Background: an optimization exercise with open tools, aiming at small area. Do not read the settings as production practice.
In this exercise RTL edits were held to simulation tests only and were not proved equivalent to the original.
Power figures rest on the tool's default switching activity, not on a simulated workload.

==> flow/design.v, too long to show whole: its modules and the start of the top module <==
// module LMC: 722 lines
// module aoi222: 5 lines
// module nand2: 5 lines
// module sel1: 5 lines
// module sel1p: 5 lines
// module sel2: 5 lines
// module sel2p: 7 lines
// module sel3: 5 lines
// module sel3p: 5 lines
module LMC (reset_n, pclk, generation, data_valid, data, d_k_in, MUXSyncHeader, PIPEWIDTH, data_valid_out_1, data_valid_out_2, data_valid_out_3, data_valid_out_4, data_valid_out_5, data_valid_out_6, data_valid_out_7, data_valid_out_8, data_valid_out_9, data_valid_out_10, data_valid_out_11, data_valid_out_12, data_valid_out_13, data_valid_out_14, data_valid_out_15, data_valid_out_16, d_k_out_1, d_k_out_2, d_k_out_3, d_k_out_4, d_k_out_5, d_k_out_6, d_k_out_7, d_k_out_8, d_k_out_9, d_k_out_10, d_k_out_11, d_k_out_12, d_k_out_13, d_k_out_14, d_k_out_15, d_k_out_16, dataout_1, dataout_2, dataout_3, dataout_4, dataout_5, dataout_6, dataout_7, dataout_8, dataout_9, dataout_10, dataout_11, dataout_12, dataout_13, dataout_14, dataout_15, dataout_16, LMCSyncHeader_1, LMCSyncHeader_2, LMCSyncHeader_3, LMCSyncHeader_4, LMCSyncHeader_5, LMCSyncHeader_6, LMCSyncHeader_7, LMCSyncHeader_8, LMCSyncHeader_9, LMCSyncHeader_10, LMCSyncHeader_11, LMCSyncHeader_12, LMCSyncHeader_13, LMCSyncHeader_14, LMCSyncHeader_15, LMCSyncHeader_16);
  // ...
==> flow/flow/run.sh <==
#!/bin/bash
# Layout: the standard flow (standard synthesis included), with the smallest
# buffer on each port and a clock tree of smaller buffers without dummy loads.
set -euo pipefail
export BUFFER_PORTS_ARGS="-buffer_cell sky130_fd_sc_hd__buf_1"
export CTS_ARGS="-sink_clustering_enable -repair_clock_nets -dont_use_dummy_load -sink_clustering_size 12 -sink_clustering_max_diameter 80 -buf_list {sky130_fd_sc_hd__clkbuf_8}"
bash standard.sh > standard_flow.log 2>&1
==> flow/standard.sh <==
#!/bin/bash
# synth_recipe.tcl (not shown) runs the flow's synth.tcl, then flattens the netlist and writes it again
# the make line also repeats each setting of config.mk as NAME=value (left out here)
make -C /OpenROAD-flow-scripts/flow DESIGN_CONFIG=/design/flow/config.mk WORK_HOME=/design/flow/orfs CLKGATE_MAP_FILE= SYNTH_SCRIPT=/design/flow/synth_recipe.tcl "${@:-finish}"
==> flow/config.mk <==
export PLATFORM = sky130hd
export DESIGN_NAME = LMC
export DESIGN_NICKNAME = LMC
export VERILOG_FILES = /design/flow/design.v
export SDC_FILE = /design/flow/constraint.sdc
export NUM_CORES = 4
export LEC_CHECK = 0
export CAP_MARGIN = 20
export CORE_AREA = 5 5 375 375
export DIE_AREA = 0 0 380 380
export SLEW_MARGIN = 20
export SYNTH_HIERARCHICAL = 1
==> flow/constraint.sdc <==
create_clock -name core_clock -period 5.0 [get_ports {pclk}]
set_input_delay 1.0000 -clock core_clock [delete_from_list [all_inputs] [get_ports {pclk}]]
set_output_delay 1.0000 -clock core_clock [all_outputs]
set_load 0.01 [all_outputs]
==> flow_metrics.tcl, run 1 <==
set metrics [dict create \
    tap_cells 1781 \
    layout.area.seq_um2 14600 \
    critical_path_buffers_and_inverters 2 \
    hp-class "in2async" \
    mappedNetlistArea_um2 23300 \
    flip_flop_count_of_the_largest_register_all_copies_and_words_added 512 \
    wp_depth 9 \
    routed-wl-met2_mm 76.0 \
    number_of_multi_input_combinational_cells 1116 \
    clock_sinks 584 \
    most_common_cell_after_layout_fill_and_taps_aside "sky130_fd_sc_hd__buf_1" \
    timing_worst_slew_pin_value_ns 1.06 \
    inv_count 54 \
    rsz0062_at_grt "false" \
    met3RoutedLength_mm 20.9 \
    clockPowerShare 0.263 \
    clockBufferDepth 3 \
    status "no timing/DRC/antenna violations" \
    fin_cells 4944 \
    route.final.wire_length_mm 166 \
    synthTopCellsByCount "sky130_fd_sc_hd__dfrtp_1 (584), sky130_fd_sc_hd__a222oi_1 (272), sky130_fd_sc_hd__a22o_1 (260)" \
    worstSkewPairLatency_ns 0.73 \
    crit_required_ns 5.64 \
    p_leak_nw 14.2 \
    cp-end-kind "flip-flop" \
    detail-route-antenna-nets 0 \
    finish.utilization 0.234 \
    cell_taking_the_most_area_after_synthesis "sky130_fd_sc_hd__dfrtp_1" \
    placed_cells 4864 \
    timing.critical_path.fanout_max 22 \
    timing.final.hold_violations 0 \
    combPwrFrac 0.223 \
    fmax_mhz 267 \
    place_worst_setup_slack_ns 0.473 \
    synth-simple-area-share 0.0578 \
    post-layout-total-power_mw 10.4 \
    synthToLayoutAreaGrowth_pct 36.7 \
    placementRows 135 \
    grt_pass1_vias 24307 \
]
==> run 2, diff against run 1 <==
==> flow/flow/run.sh (replaced) <==
#!/bin/bash
# Layout: the standard flow (standard synthesis included), with the smallest
# buffer on each port and a clock tree of smaller buffers without dummy loads.
set -euo pipefail
export BUFFER_PORTS_ARGS="-buffer_cell sky130_fd_sc_hd__buf_1"
export CTS_ARGS="-sink_clustering_enable -repair_clock_nets -dont_use_dummy_load -sink_clustering_size 15 -sink_clustering_max_diameter 80 -buf_list {sky130_fd_sc_hd__clkbuf_8}"
bash standard.sh > standard_flow.log 2>&1
==> run 2 against run 1 <==
Effect of this change:
- still clean
- sequential cell count unchanged
- cell area decreased by 0.24%
- count of clock-buffer cells in the layout decreased by 6
- synthesized area unchanged
- power decreased by 0.98%
- combinational power about the same
==> flow_metrics.tcl, run 2 <==
set metrics [dict create \
    cp-startpoint "generation[1]" \
    clockBufferDepth 3 \
    power-per-cell-area_nw_per_um2 326 \
    synth_top_cells_by_area "sky130_fd_sc_hd__dfrtp_1 (63%), sky130_fd_sc_hd__a222oi_1 (12%), sky130_fd_sc_hd__a22o_1 (9.8%)" \
    fin_cells 4941 \
    flip_flop_count_of_the_largest_register_all_copies_and_words_added 512 \
    fillerInstances 14871 \
    timing_worst_slew_pin_value_ns 1.09 \
    grt_max_degree 119 \
    detail-route-antenna-nets 0 \
    netlist.area_leader.share 0.628 \
    post_cts.resized_instances 0 \
    route.final.wire_length_mm 166 \
    buffer_ports.inserted 1227 \
    async_flop_share 1.00 \
    rsz0062_at_grt "false" \
    coreArea_um2 136000 \
    drt-wirelength-per-cell_um 33.7 \
    status "no timing/DRC/antenna violations" \
    grt_antenna_before_repair 65 \
    synth_seq_cells 584 \
    period_minus_slack_ns 3.78 \
    placed_cells 4864 \
    fraction_of_final_layout_cells_sized_beyond_drive_strength_1 0.0660 \
    worstSkewPairLatency_ns 0.71 \
    master_cell_of_the_clock_root_buffer "sky130_fd_sc_hd__clkbuf_8" \
    worstSetupStartpointType "input pin" \
    clk_transition_reported_paths_ns 0.10 \
    layout.cells.most_common_list "sky130_fd_sc_hd__buf_1 (1,226), sky130_fd_sc_hd__dfrtp_1 (583), sky130_fd_sc_hd__a222oi_1 (272)" \
    synthTopCellsByCount "sky130_fd_sc_hd__dfrtp_1 (584), sky130_fd_sc_hd__a222oi_1 (272), sky130_fd_sc_hd__a22o_1 (260)" \
    grt_pass1_vias 24232 \
    crit_required_ns 5.56 \
    synthToLayoutAreaGrowth_pct 36.4 \
    yosysWarningCount 7 \
    grt_use_total 0.217 \
    fin_ws_ns 1.22 \
    cp-end-kind "flip-flop" \
    place.detailed.hpwl_mm 133 \
    crit_type "in2reg" \
    post_synth_edffs 0 \
    ys_types 47 \
    worst_slew_margin_rel 0.276 \
    ys.flop_type "sky130_fd_sc_hd__dfrtp_1" \
    tritoncts "built" \
    layout.area.seq_um2 14600 \
    synth_area_per_cell_um2 12.8 \
    design.die.area_um2 144000 \
    reg.largest.list "dout x512, dk x64, count x5" \
    post-layout-total-power_mw 10.3 \
    hold_buffers 0 \
    chipHeight_um 380 \
    route.detailed.drc 0 \
    place_worst_setup_slack_ns 0.473 \
    hold_ws_ns 0.414 \
    cts-buffers-inserted 51 \
    first_pass_grt_wire_length_mm 221 \
    place.gp.congestion 0.935 \
    timing.final.hold_violations 0 \
    syn_inst 1813 \
    finClkSkew_ns 0.00223 \
    placementRows 135 \
    worst_r2r_endpoint "count[4]$_DFFE_PN0P_" \
    multi_input_comb_area_um2 8290 \
    final-setup-viol-count 0 \
    die_w_um 380 \
    cts_setup_buffers 0 \
    cts_htree_levels 2 \
    most_common_cell_after_layout_fill_and_taps_aside "sky130_fd_sc_hd__buf_1" \
    detail_route.first_pass.iterations 14 \
    grt_overflow 0 \
    clock_sinks 584 \
    detailroute.via_count 24923 \
    boundaryPins 1276 \
    drtIter0Drc 3740 \
    synth_sequential_area_ratio 0.628 \
    max_cap_viol_count 0 \
    period_share 0.756 \
    r2r-start "count[3]$_DFFE_PN0P_" \
    finish.utilization 0.234 \
    timing.critical_path.fanout_max 36 \
    synthMostInstantiatedCell "sky130_fd_sc_hd__dfrtp_1" \
    p_leak_nw 14.2 \
    timing.final.max_slew_violations 0 \
    crit_arrival_ns 4.34 \
    fmax_mhz 265 \
    worst-r2r-cell-count 4 \
    fin_nets 3786 \
    hp-class "in2async" \
    mappedNetlistArea_um2 23300 \
    start_util 0.171 \
    rrSetupSlack_ns 3.26 \
    cell_taking_the_most_area_after_synthesis "sky130_fd_sc_hd__dfrtp_1" \
    max-vdd-ir-drop_mv 0.195 \
    top_register "dout" \
    mean_number_of_vias_per_cell 5.04 \
]
run 2: cell count changes in the layout (fill, tap and decap cells not counted):
cell,before,now
sky130_fd_sc_hd__clkbuf_8,57,51
sky130_fd_sc_hd__diode_2,23,26
run 2: layout make-up:
class,count,share of cell area
antenna,26,0.00205
sequential,584,0.461
multi-input combinational,1116,0.261
inverter,54,0.00678
tap,1781,0.0702
clock buffer,51,0.0221
timing repair buffer,1329,0.177
run 2: metrics by stage:
stage               cell area (um2)  setup TNS (ns)
floorplan                     23300        -2331.80
global placement              30900               0
detailed placement            31000               0
CTS                           31700               0
global route                  31700               0
finish                        31700               0
run 2: layer usage:
metal | GRT usage | routed length [um] | vias to the layer above
li1 | - | - | 10084
met5 | 0 | 404 | -
met3 | 0.0957 | 20800 | 286
met1 | 0.257 | 61400 | 12804
met2 | 0.346 | 75500 | 1685
met4 | 0.0875 | 8220 | 64
run 2: cells by family after synthesis:
family                     synth area share
other                              0.000161
xor gates and xnor gates            0.00188
and+or+nand+nor                      0.0578
adders and majority gates           0.00215
buffers and inverters                0.0278
muxes                              0.000645
AOI/OAI and AO/OA                     0.281
DFF                                   0.628
run 2: how the worst max path moves through the flow:
stage                               end  slack (ns)  depth (start not counted)
floorplan              dk[13]$_DFF_PN0_       -4.32                          9
global placement       dk[44]$_DFF_PN0_        0.54                          9
detailed placement  dout[412]$_DFF_PN0_        0.47                          8
CTS                    dk[44]$_DFF_PN0_        1.35                         10
global route           dk[16]$_DFF_PN0_        1.07                         11
finish                 dk[16]$_DFF_PN0_        1.22                         11
run 2: power breakdown:
| group | internal [mW] | switching (mW) |
|---|---|---|
| Combinational | 0.672 | 1.66 |
| Sequential | 5.11 | 0.260 |
| Clock | 0.907 | 1.73 |
run 2: critical path, stage by stage:
cell and delay (ns):
sky130_fd_sc_hd__buf_1 0.21, sky130_fd_sc_hd__inv_1 0.08, sky130_fd_sc_hd__ha_1 0.60, sky130_fd_sc_hd__nand2b_1 0.28, sky130_fd_sc_hd__o221ai_1 0.21, sky130_fd_sc_hd__and3_2 0.53, sky130_fd_sc_hd__buf_4 0.28, sky130_fd_sc_hd__nor2_4 0.05
sky130_fd_sc_hd__buf_4 0.26, sky130_fd_sc_hd__a222oi_1 0.68, sky130_fd_sc_hd__nand2_1 0.10
run 2: modules after synthesis, one instance, submodules excluded, a selection:
module | copies in the design | area (um2) | flip-flops and latches | cells inside
LMC | 1 | 16000 | 584 | 805
sel3 | 16 | 18.8 | 0 | 3
sel3p | 128 | 18.8 | 0 | 3
sel2 | 44 | 13.8 | 0 | 2
aoi222 | 100 | 10.0 | 0 | 1
sel1p | 28 | 10.0 | 0 | 1
sel1 | 260 | 8.76 | 0 | 1
nand2 | 100 | 3.75 | 0 | 1
==> run 3, diff against run 2 <==
--- a/flow/config.mk
+++ b/flow/config.mk
@@ -8,5 +8,6 @@
 export CAP_MARGIN = 20
 export CORE_AREA = 5 5 375 375
 export DIE_AREA = 0 0 380 380
+export PLACE_DENSITY = 0.75
 export SLEW_MARGIN = 20
 export SYNTH_HIERARCHICAL = 1
==> run 3 against run 2 <==
Effect of this change:
- wire length is 2.4% higher
- sequential power about the same
- synthesized area unchanged
- sequential share of layout area increased by 0.070 points
- synthesized cell count stayed put
- hold slack worse by 0.059 ns
- register-to-register slack barely moved
- critical path depth down 2
- via count is 2.3% higher
- highest routed layer unchanged
==> flow_metrics.tcl, run 3 <==
set metrics [dict create \
    status "no timing/DRC/antenna violations" \
    grt_max_degree 144 \
    worstSkewPairLatency_ns 0.71 \
    ys_types 47 \
    fin_ws_ns 0.968 \
    r2r-start "count[3]$_DFFE_PN0P_" \
    drtIter0Drc 4151 \
    boundaryPins 1276 \
    p_leak_nw 14.1 \
    syn_inst 1813 \
    crit_path_max_incr_delay_ns 0.66 \
    grt_pass1_vias 24408 \
    global_route.usage.met2 0.337 \
    grt_busiest_layer "met2" \
    grt_overflow 0 \
    ys.flop_type "sky130_fd_sc_hd__dfrtp_1" \
    worst_slew_margin_rel 0.185 \
    mappedNetlistArea_um2 23300 \
    cts_htree_levels 2 \
    worstSetupStartpointType "input pin" \
    rsz0062_at_grt "false" \
    yosys.area_share.adder 0.00215 \
    drt-wirelength-per-cell_um 34.4 \
    detail-route-antenna-nets 0 \
    netlist.area_leader.share 0.628 \
    clk_transition_reported_paths_ns 0.10 \
    layout.cells.most_common_list "sky130_fd_sc_hd__buf_1 (1,226), sky130_fd_sc_hd__dfrtp_1 (584), sky130_fd_sc_hd__a222oi_1 (272)" \
    synth_seq_cells 584 \
    synthToLayoutAreaGrowth_pct 36.2 \
    place_worst_setup_slack_ns 0.153 \
    period_share 0.806 \
    worst-r2r-cell-count 4 \
    chipHeight_um 380 \
    async_flop_share 1.00 \
    post-layout-total-power_mw 10.3 \
    cts_setup_buffers 0 \
    worst_path_max_delay_cell "sky130_fd_sc_hd__ha_1" \
    max_cap_viol_count 0 \
    hold_buffers 0 \
    synth_xor_area_frac 0.00188 \
    finClkSkew_ns 0.000821 \
    die_w_um 380 \
    master_cell_of_the_clock_root_buffer "sky130_fd_sc_hd__clkbuf_8" \
    grt_use_total 0.222 \
    rrSetupSlack_ns 3.26 \
    crit_arrival_ns 4.59 \
    timing.final.hold_violations 0 \
    synthTopCellsByCount "sky130_fd_sc_hd__dfrtp_1 (584), sky130_fd_sc_hd__a222oi_1 (272), sky130_fd_sc_hd__a22o_1 (260)" \
    grtUsageMet1 0.253 \
    fraction_of_final_layout_cells_sized_beyond_drive_strength_1 0.0600 \
    place.gp.congestion 0.986 \
    hold_ws_ns 0.356 \
    hp-class "in2async" \
    groute.layer.met3.usage 0.130 \
    critical_path_buffers_and_inverters 2 \
    mean_number_of_vias_per_cell 5.15 \
    crit_required_ns 5.56 \
    synth-simple-area-share 0.0578 \
    clockBufferDepth 3 \
    synthMostInstantiatedCell "sky130_fd_sc_hd__dfrtp_1" \
    route.final.wire_length_mm 170 \
    post_cts.resized_instances 0 \
    final-setup-viol-count 0 \
    fin_cells 4949 \
    muxShareOfSynthArea 0.000645 \
    place.detailed.hpwl_mm 137 \
    synth_top_cells_by_area "sky130_fd_sc_hd__dfrtp_1 (63%), sky130_fd_sc_hd__a222oi_1 (12%), sky130_fd_sc_hd__a22o_1 (9.8%)" \
    timing.critical_path.fanout_max 27 \
    detail_route.first_pass.iterations 12 \
    power-per-cell-area_nw_per_um2 325 \
    placementRows 135 \
    route.detailed.drc 0 \
    worst_r2r_endpoint "count[2]$_DFFE_PN0P_" \
    reg.largest.list "dout x512, dk x64, count x5" \
    synth_top_family_by_area "compound AO/OA/AOI/OAI gates" \
    crit_family "simple AND/OR/NAND/NOR gates" \
    cell_taking_the_most_area_after_synthesis "sky130_fd_sc_hd__dfrtp_1" \
    critical_path.cell_chain "buf_1 -> ha_1 -> nand2b_1 -> o21a_1 -> nor2_1 -> nor2_4 -> buf_4 -> a222oi_1 -> nand2_1" \
    flip_flop_count_of_the_largest_register_all_copies_and_words_added 512 \
    tritoncts "built" \
    cp-end-kind "flip-flop" \
    synth_compound_gate_area_share 0.281 \
    design.die.area_um2 144000 \
    most_common_cell_after_layout_fill_and_taps_aside "sky130_fd_sc_hd__buf_1" \
    post_synth_edffs 0 \
    timing.final.max_slew_violations 0 \
    detailroute.via_count 25492 \
    synth_area_per_cell_um2 12.8 \
    fin_nets 3770 \
    clock_sinks 584 \
    buffer_ports.inserted 1227 \
    placed_cells 4844 \
    max-vdd-ir-drop_mv 0.161 \
    yosysWarningCount 7 \
    fmax_mhz 248 \
    crit_type "in2reg" \
    top_register "dout" \
    grt_antenna_before_repair 120 \
    period_minus_slack_ns 4.03 \
    cts-buffers-inserted 52 \
    synth_sequential_area_ratio 0.628 \
    first_pass_grt_wire_length_mm 224 \
    timing_worst_slew_pin_value_ns 1.22 \
    coreArea_um2 136000 \
    start_util 0.171 \
]
[run 3: cell counts after synthesis]
Identical to the previous run, type by type.
[run 3: per-module statistics from Yosys, one instance, submodules excluded, excerpt]
module	flops+latches	area, um2	cells	times used
sel3p	0	18.8	3	128
sel3	0	18.8	3	16
sel1p	0	10.0	1	28
sel1	0	8.76	1	260
aoi222	0	10.0	1	100
LMC	584	16000	805	1
nand2	0	3.75	1	100
sel2	0	13.8	2	44
[run 3: how the worst max path moves through the flow]
stage / startpoint / to / slack, ns / depth (start not counted)
floorplan: generation[2] / dk[13]$_DFF_PN0_ / -4.32 / 9
global placement: generation[2] / dk[56]$_DFF_PN0_ / 0.23 / 9
detailed placement: generation[1] / dk[56]$_DFF_PN0_ / 0.15 / 10
CTS: generation[1] / dk[56]$_DFF_PN0_ / 0.98 / 10
global route: generation[1] / dk[56]$_DFF_PN0_ / 0.66 / 10
finish: generation[2] / dk[56]$_DFF_PN0_ / 0.97 / 9
[run 3: per-layer routing]
layer  up-vias  routed length [um]
met5         -                 644
met4       102                9200
met3       391               26800
met2      2030               73700
met1     12892               59900
li1      10077                   -
[run 3: cell type report]
| type | instances | area, um2 |
|---|---|---|
| multi-input cells | 1116 | 8270 |
| clock buffers | 52 | 716 |
| inverters | 54 | 215 |
| flip-flops and latches | 584 | 14600 |
| well taps | 1781 | 2230 |
| diodes | 50 | 125 |
| fillers | 14787 | 104000 |
| repair buffers | 1312 | 5510 |
[run 3: power breakdown]
| part | internal, mW | switching [mW] |
|---|---|---|
| sequential | 5.11 | 0.256 |
| combinational | 0.665 | 1.65 |
| clock | 0.922 | 1.69 |
| total | 6.70 | 3.60 |
[run 3: stage by stage]
stage | TNS (ns) | utilization | instance area, um2
2_1_floorplan | -2331.80 | - | 23300
5_1_grt | 0 | 0.233 | 31600
4_1_cts | 0 | 0.232 | 31500
6_report | 0 | 0.233 | 31700
3_3_place_gp | 0 | 0.226 | 30700
3_5_place_dp | 0 | 0.227 | 30800
[run 3: logic make-up (layout without fill, tap and decap cells)]
logic type / Yosys count / in the layout
buffers and inverters: 115 / 1418
other: 1 / 53
AOI/OAI and AO/OA: 772 / 772
and+or+nand+nor: 331 / 331
adders and majority gates: 4 / 4
DFF: 584 / 584
xor gates and xnor gates: 5 / 5
muxes: 1 / 1
==> run 4, diff against run 3 <==
--- a/flow/config.mk
+++ b/flow/config.mk
@@ -8,6 +8,6 @@
 export CAP_MARGIN = 20
 export CORE_AREA = 5 5 375 375
 export DIE_AREA = 0 0 380 380
-export PLACE_DENSITY = 0.75
+export PLACE_DENSITY = 0.45
 export SLEW_MARGIN = 20
 export SYNTH_HIERARCHICAL = 1
==> run 4 against run 3 <==
Effect of this change:
- wire length fell by 8.6%
- hold slack improved by 0.088 ns
- global-route usage fell by 1.9 points
- die area did not move
- final cell count fell by 0.65%
- sequential cell count did not move
- via count fell by 5.2%
- count of clock-buffer cells in the layout fell by 2
- critical path depth fell by 2
- synthesized area did not move
- non-clock buffer count rose by 4
- critical path type unchanged
==> flow_metrics.tcl, run 4 <==
set metrics [dict create \
    status "no timing/DRC/antenna violations" \
    async_flop_share 1.00 \
    timing.critical_path.fanout_max 28 \
    setup_tns_ns 0 \
    cts-buffers-inserted 50 \
    max-vdd-ir-drop_mv 0.138 \
    grt_overflow 0 \
    fin_ws_ns 0.861 \
    rrSetupSlack_ns 3.24 \
    start_util 0.171 \
    synth_top_cells_by_area "sky130_fd_sc_hd__dfrtp_1 (63%), sky130_fd_sc_hd__a222oi_1 (12%), sky130_fd_sc_hd__a22o_1 (9.8%)" \
    post-route-cell-area_um2 31600 \
    cell_taking_the_most_area_after_synthesis "sky130_fd_sc_hd__dfrtp_1" \
    design.die.area_um2 144000 \
    netlist.area_leader.share 0.628 \
    grt_use_total 0.204 \
    synth_seq_cells 584 \
    final-setup-viol-count 0 \
    drtIter0Drc 3105 \
    coreArea_um2 136000 \
    global_route.usage.met2 0.335 \
    fraction_of_final_layout_cells_sized_beyond_drive_strength_1 0.0615 \
    max_cap_viol_count 0 \
    period_share 0.828 \
    power_switching_mw 3.56 \
    placementRows 135 \
    grt_busiest_layer "met2" \
    timing_worst_slew_pin_value_ns 1.08 \
    post_dp_cell_area_um2 30800 \
    period_minus_slack_ns 4.14 \
    crit_required_ns 5.65 \
    tritoncts "built" \
    groute.layer.met3.usage 0.0684 \
    power_switching_share 0.348 \
    first_pass_grt_wire_length_mm 211 \
    rsz0062_at_grt "false" \
    yosysWarningCount 7 \
    layout.cells.most_common_list "sky130_fd_sc_hd__buf_1 (1,226), sky130_fd_sc_hd__dfrtp_1 (584), sky130_fd_sc_hd__a222oi_1 (272)" \
    die_w_um 380 \
    detail-route-antenna-nets 0 \
    cts_htree_levels 2 \
    synth_area_per_cell_um2 12.8 \
    ys_types 47 \
    synthMostInstantiatedCell "sky130_fd_sc_hd__dfrtp_1" \
    clockBufferDepth 3 \
    place.gp.congestion 0.879 \
    boundaryPins 1276 \
    clock_sinks 584 \
    reg.largest.list "dout x512, dk x64, count x5" \
    cts_setup_buffers 0 \
    route.detailed.drc 0 \
    chipHeight_um 380 \
    combPwrFrac 0.221 \
    place_worst_setup_slack_ns 0.132 \
    worst_slew_margin_rel 0.278 \
    detailroute.via_count 24155 \
    worstSetupStartpointType "input pin" \
    fin_cells 4917 \
    finClkSkew_ns 0.00247 \
    drt-wirelength-per-cell_um 31.7 \
    worstSkewPairLatency_ns 0.70 \
    fmax_mhz 242 \
    syn_inst 1813 \
    p_leak_nw 14.1 \
    finish.utilization 0.233 \
    place.detailed.hpwl_mm 120 \
    hold_buffers 0 \
    internal_power_mw 6.66 \
    route.final.wire_length_mm 156 \
    mappedNetlistArea_um2 23300 \
    crit_type "in2reg" \
    hold_ws_ns 0.444 \
    synth_sequential_area_ratio 0.628 \
    synthToLayoutAreaGrowth_pct 35.8 \
    post_synth_edffs 0 \
    layout.area.seq_um2 14600 \
    buffer_ports.inserted 1227 \
    detail_route.first_pass.iterations 10 \
    ys.flop_type "sky130_fd_sc_hd__dfrtp_1" \
    master_cell_of_the_clock_root_buffer "sky130_fd_sc_hd__clkbuf_8" \
    post_cts.resized_instances 0 \
    mean_number_of_vias_per_cell 4.91 \
    top_register "dout" \
    placed_cells 4850 \
    flip_flop_count_of_the_largest_register_all_copies_and_words_added 512 \
    hp-class "in2async" \
    fin_nets 3772 \
    grt_max_degree 111 \
    most_common_cell_after_layout_fill_and_taps_aside "sky130_fd_sc_hd__buf_1" \
    grt_antenna_before_repair 36 \
    timing.final.max_slew_violations 0 \
    share_seq_of_total_power 0.525 \
    fillerInstances 15064 \
    grt_pass1_vias 24290 \
    timing.final.hold_violations 0 \
    clockPowerShare 0.255 \
    post-layout-total-power_mw 10.2 \
    clk_transition_reported_paths_ns 0.11 \
    power-per-cell-area_nw_per_um2 324 \
    synthTopCellsByCount "sky130_fd_sc_hd__dfrtp_1 (584), sky130_fd_sc_hd__a222oi_1 (272), sky130_fd_sc_hd__a22o_1 (260)" \
    crit_arrival_ns 4.79 \
    multi_input_comb_area_um2 8280 \
    cp-end-kind "flip-flop" \
    grtUsageMet1 0.256 \
]
[run 4: cell types whose count changed in the layout (fill, tap and decap cells not counted), sizes merged]
cell    delta
clkbuf     -1
diode     -34
buf        +3
[run 4: final timing paths]
kind | from | end | cells past startpoint
max | generation[2] | dout[140]$_DFF_PN0_ | 7
min | reset_n | dout[306]$_DFF_PN0_ | 1
max reg2reg | count[3]$_DFFE_PN0P_ | count[4]$_DFFE_PN0P_ | 4
min reg2reg | dk[24]$_DFF_PN0_ | dk[24]$_DFF_PN0_ | 2
max in group asynchronous | reset_n | dout[495]$_DFF_PN0_ | 2
min in group core_clock | data[315] | dout[235]$_DFF_PN0_ | 3
[run 4: modules after synthesis, one instance, submodules excluded, excerpt]
module  cells  flip-flops and latches  cell area (um2)  times used
LMC       805                     584            16000           1
sel3        3                       0             18.8          16
sel3p       3                       0             18.8         128
sel2        2                       0             13.8          44
aoi222      1                       0             10.0         100
sel1p       1                       0             10.0          28
sel1        1                       0             8.76         260
nand2       1                       0             3.75         100
[run 4: layout make-up]
cell class / count / share of cell area
multi-input cells: 1116 / 0.262
diodes: 16 / 0.00127
flip-flops and latches: 584 / 0.463
clock buffers: 50 / 0.0218
repair buffers: 1316 / 0.174
inverters: 54 / 0.00681
well taps: 1781 / 0.0706
[run 4: power groups by stage]
stage | Sequential (mW) | Clock, mW | Combinational [mW]
after detailed placement | 5.44 | 0 | 2.31
final | 5.36 | 2.60 | 2.26
after floorplan | 5.60 | 0 | 0.696
after global routing | 5.41 | 2.87 | 2.42
after global placement | 5.44 | 0 | 2.30
after CTS | 5.36 | 2.74 | 2.31
[run 4: critical path, stage by stage]
cell and delay [ns]:
sky130_fd_sc_hd__buf_1 0.43, sky130_fd_sc_hd__ha_1 0.66, sky130_fd_sc_hd__nand2b_1 0.30, sky130_fd_sc_hd__o21a_1 0.41, sky130_fd_sc_hd__nor2_1 0.64, sky130_fd_sc_hd__nand3_2 0.94
sky130_fd_sc_hd__nand2_1 0.33
[run 4: per-layer routing]
layer	vias up	wire (um)
met2	1375	73100
met1	12541	61900
li1	10043	-
met4	22	4740
met5	-	127
met3	174	15800
[run 4: logic make-up (layout without fill, tap and decap cells)]
logic type | count (synthesis) | count (layout) | share of synthesized area
simple gates | 331 | 331 | 0.0578
mux | 1 | 1 | 0.000645
flops | 584 | 584 | 0.628
other cells | 1 | 19 | 0.000161
compound gates | 772 | 772 | 0.281
fa+ha+maj | 4 | 4 | 0.00215
xor+xnor | 5 | 5 | 0.00188
buf+inv | 115 | 1420 | 0.0278
==> run 5, diff against run 4 <==
--- a/flow/config.mk
+++ b/flow/config.mk
@@ -8,6 +8,6 @@
 export CAP_MARGIN = 20
 export CORE_AREA = 5 5 375 375
 export DIE_AREA = 0 0 380 380
-export PLACE_DENSITY = 0.45
+export PLACE_DENSITY = 0.3
 export SLEW_MARGIN = 20
 export SYNTH_HIERARCHICAL = 1
==> run 5 against run 4 <==
Effect of this change:
- global-route usage rose by 0.47 points
- maximum frequency increased by 5.3%
- power increased by 1.1%
- worst setup slack better by 0.21 ns
- count of clock-buffer cells in the layout increased by 6
- critical path type unchanged
- largest cell class unchanged
==> flow_metrics.tcl, run 5 <==
set metrics [dict create \
    mean_number_of_vias_per_cell 4.81 \
    status "no timing/DRC/antenna violations" \
    worstSkewPairLatency_ns 0.73 \
    grt_antenna_before_repair 52 \
    grt_overflow 0 \
    cp-end-kind "flip-flop" \
    timing.critical_path.fanout_max 36 \
    cts-buffers-inserted 56 \
    clockBufferDepth 3 \
    route.detailed.drc 0 \
    cp-startpoint "generation[1]" \
    design.die.area_um2 144000 \
    final-setup-viol-count 0 \
    synth_sequential_area_ratio 0.628 \
    grt_pass1_vias 24171 \
    post_dp_cell_area_um2 30700 \
    buffer_ports.inserted 1227 \
    route.final.wire_length_mm 159 \
    tritoncts "built" \
    clockPowerShare 0.270 \
    fraction_of_final_layout_cells_sized_beyond_drive_strength_1 0.0596 \
    layout.cells.most_common_list "sky130_fd_sc_hd__buf_1 (1,226), sky130_fd_sc_hd__dfrtp_1 (584), sky130_fd_sc_hd__a222oi_1 (272)" \
    synthToLayoutAreaGrowth_pct 35.4 \
    hp-class "in2async" \
    placed_cells 4845 \
    crit_type "in2reg" \
    coreArea_um2 136000 \
    crit_family "simple AND/OR/NAND/NOR gates" \
    place_worst_setup_slack_ns 0.251 \
    die_w_um 380 \
    drt-wirelength-per-cell_um 32.2 \
    fin_nets 3772 \
    detail-route-antenna-nets 0 \
    first_pass_grt_wire_length_mm 215 \
    worst_path_max_delay_cell "sky130_fd_sc_hd__and2_2" \
    post_cts.resized_instances 0 \
    timing_worst_slew_pin_value_ns 1.03 \
    power_switching_share 0.347 \
    boundaryPins 1276 \
    synth_area_per_cell_um2 12.8 \
    cell_taking_the_most_area_after_synthesis "sky130_fd_sc_hd__dfrtp_1" \
    master_cell_of_the_clock_root_buffer "sky130_fd_sc_hd__clkbuf_8" \
    rsz0062_at_grt "false" \
    fin_cells 4920 \
    post-route-cell-area_um2 31500 \
    period_minus_slack_ns 3.93 \
    critical_path_buffers_and_inverters 4 \
    synth_seq_cells 584 \
    reg.largest.list "dout x512, dk x64, count x5" \
    critical_path.cell_chain "buf_1 -> inv_1 -> ha_1 -> buf_4 -> nor4bb_1 -> o21ai_0 -> and3_2 -> inv_2 -> and2_2 -> a222oi_1 -> nand2_1" \
    start_util 0.171 \
    drtIter0Drc 2511 \
    p_leak_nw 14.1 \
    fillerInstances 15099 \
    share_seq_of_total_power 0.518 \
    r2r-start "count[3]$_DFFE_PN0P_" \
    place.detailed.hpwl_mm 119 \
    post_synth_edffs 0 \
    yosysWarningCount 7 \
    synthMostInstantiatedCell "sky130_fd_sc_hd__dfrtp_1" \
    mappedNetlistArea_um2 23300 \
    worst_slew_margin_rel 0.312 \
    fin_ws_ns 1.07 \
    hold_buffers 0 \
    crit_arrival_ns 4.53 \
    max_cap_viol_count 0 \
    chipHeight_um 380 \
    placementRows 135 \
    combPwrFrac 0.212 \
    power-per-cell-area_nw_per_um2 328 \
    place.gp.congestion 0.824 \
    ys_types 47 \
    timing.final.hold_violations 0 \
    grt_max_degree 112 \
    crit_path_max_incr_delay_ns 0.93 \
    syn_inst 1813 \
    fmax_mhz 254 \
    finClkSkew_ns 0.0335 \
    worstSetupStartpointType "input pin" \
    crit_required_ns 5.59 \
    power_switching_mw 3.59 \
    flip_flop_count_of_the_largest_register_all_copies_and_words_added 512 \
    synth_top_cells_by_area "sky130_fd_sc_hd__dfrtp_1 (63%), sky130_fd_sc_hd__a222oi_1 (12%), sky130_fd_sc_hd__a22o_1 (9.8%)" \
    top_register "dout" \
    clk_transition_reported_paths_ns 0.10 \
    hold_ws_ns 0.358 \
    grt_use_total 0.208 \
    ys.flop_type "sky130_fd_sc_hd__dfrtp_1" \
    max-vdd-ir-drop_mv 0.176 \
    detail_route.first_pass.iterations 7 \
    most_common_cell_after_layout_fill_and_taps_aside "sky130_fd_sc_hd__buf_1" \
    cts_setup_buffers 0 \
    timing.final.max_slew_violations 0 \
    clock_sinks 584 \
    internal_power_mw 6.75 \
    detailroute.via_count 23689 \
    period_share 0.786 \
    netlist.area_leader.share 0.628 \
    setup_tns_ns 0 \
    async_flop_share 1.00 \
    synthTopCellsByCount "sky130_fd_sc_hd__dfrtp_1 (584), sky130_fd_sc_hd__a222oi_1 (272), sky130_fd_sc_hd__a22o_1 (260)" \
    cts_htree_levels 2 \
]
-- run 5: cell counts after synthesis --
No cell type changed its count.
-- run 5: cells by family (layout without fill, tap and decap cells) --
logic type	after synthesis	count (layout)	share of synthesized area
buffers and inverters	115	1420	0.0278
adders and majority gates	4	4	0.00215
AOI/OAI and AO/OA	772	772	0.281
DFF	584	584	0.628
xor gates and xnor gates	5	5	0.00188
and+or+nand+nor	331	331	0.0578
muxes	1	1	0.000645
other	1	22	0.000161
-- run 5: metrics by stage --
stage          total power, mW  utilization
2_1_floorplan             6.29            -
3_3_place_gp              7.71        0.226
3_5_place_dp              7.69        0.226
4_1_cts                   10.6        0.232
5_1_grt                   10.9        0.232
6_report                  10.3        0.232
-- run 5: worst register-to-register path: stages, from the launching register on --
cell and delay [ns]:
sky130_fd_sc_hd__dfrtp_1 0.47, sky130_fd_sc_hd__or2_1 0.29, sky130_fd_sc_hd__a2111oi_4 0.49, sky130_fd_sc_hd__o31ai_2 0.21, sky130_fd_sc_hd__o211a_1 0.24
-- run 5: area by class of cell --
| class | count | area, um2 | share of cell area |
|---|---|---|---|
| tap | 1781 | 2230 | 0.0708 |
| timing repair buffer | 1310 | 5350 | 0.170 |
| multi-input combinational | 1116 | 8270 | 0.263 |
| sequential | 584 | 14600 | 0.464 |
| antenna | 19 | 47.5 | 0.00151 |
| inverter | 54 | 215 | 0.00683 |
| clock buffer | 56 | 771 | 0.0245 |
-- run 5: per-module statistics from Yosys (local to each module, per instance), a selection --
module | copies in the design | cells inside | area (um2) | flip-flops and latches
LMC | 1 | 805 | 16000 | 584
aoi222 | 100 | 1 | 10.0 | 0
nand2 | 100 | 1 | 3.75 | 0
sel1 | 260 | 1 | 8.76 | 0
sel1p | 28 | 1 | 10.0 | 0
sel2 | 44 | 2 | 13.8 | 0
sel3 | 16 | 3 | 18.8 | 0
sel3p | 128 | 3 | 18.8 | 0
-- run 5: routing by layer --
| metal | global-route usage | up-vias | share of wire |
|---|---|---|---|
| li1 | - | 10048 | - |
| met1 | 0.248 | 12338 | 0.39 |
| met2 | 0.372 | 1096 | 0.51 |
| met3 | 0.0576 | 181 | 0.076 |
| met4 | 0.0507 | 26 | 0.026 |
| met5 | 0 | - | 0.0011 |
-- run 5: path summary, 6_finish.rpt --
| kind | to | slack (ns) | depth (start not counted) |
|---|---|---|---|
| setup / recovery | dout[295]$_DFF_PN0_ | 1.07 | 11 |
| hold reg to reg | dout[423]$_DFF_PN0_ | 0.49 | 2 |
| min in group core_clock | dout[235]$_DFF_PN0_ | 0.46 | 3 |
| hold / removal | dout[331]$_DFF_PN0_ | 0.36 | 1 |
| setup reg to reg | count[4]$_DFFE_PN0P_ | 3.15 | 4 |
| max in group asynchronous | dk[47]$_DFF_PN0_ | 3.24 | 2 |
-- run 5: power by group through the flow --
stage               clock network (mW)  logic, mW  registers, mW
finish                            2.80       2.19           5.35
global route                      3.13       2.37           5.40
CTS                               2.99       2.26           5.35
detailed placement                   0       2.25           5.44
global placement                     0       2.27           5.44
floorplan                            0      0.696           5.60

port drivers added, routing unchanged:
Ports are ideal in the flow. The routed layouts listed here were re-timed in OpenROAD.
Step 1 (the two cells are an assumption about what drives the block):
set clk [get_ports {pclk}]
set_driving_cell -lib_cell sky130_fd_sc_hd__clkbuf_16 $clk
set_driving_cell -lib_cell sky130_fd_sc_hd__buf_2 [delete_from_list [all_inputs] $clk]
Step 2 also shifts input and output timing later by t, the mid clock arrival at the registers, as if the neighbouring blocks saw the same clock.
Three values: no drivers, after step 1, after step 2; two values: the first two.
| run | shift t [ns] | setup slack, ns | worst setup path after step 2 | latest minus earliest clock arrival (ns) | worst data-port slew with drivers (ns) |
|---|---|---|---|---|---|
| run 1 | 0.769 | 1.256 / 1.162 / 0.393 | input to register | 0.111 / 0.112 | 0.23 |
| run 2 | 0.781 | 1.222 / 1.105 / 0.324 | input to register | 0.112 / 0.112 | 0.22 |
| run 3 | 0.743 | 0.968 / 0.923 / 0.181 | input to register | 0.125 / 0.125 | 0.24 |
| run 4 | 0.756 | 0.861 / 0.877 / 0.121 | input to register | 0.075 / 0.074 | 0.22 |
| run 5 | 0.793 | 1.068 / 1.030 / 0.236 | input to register | 0.101 / 0.101 | 0.25 |
After both steps setup and hold are still met in every run listed. The setup slack of run 2, which loses most, moves by -0.117 ns with the drivers and by -0.898 ns with both steps.
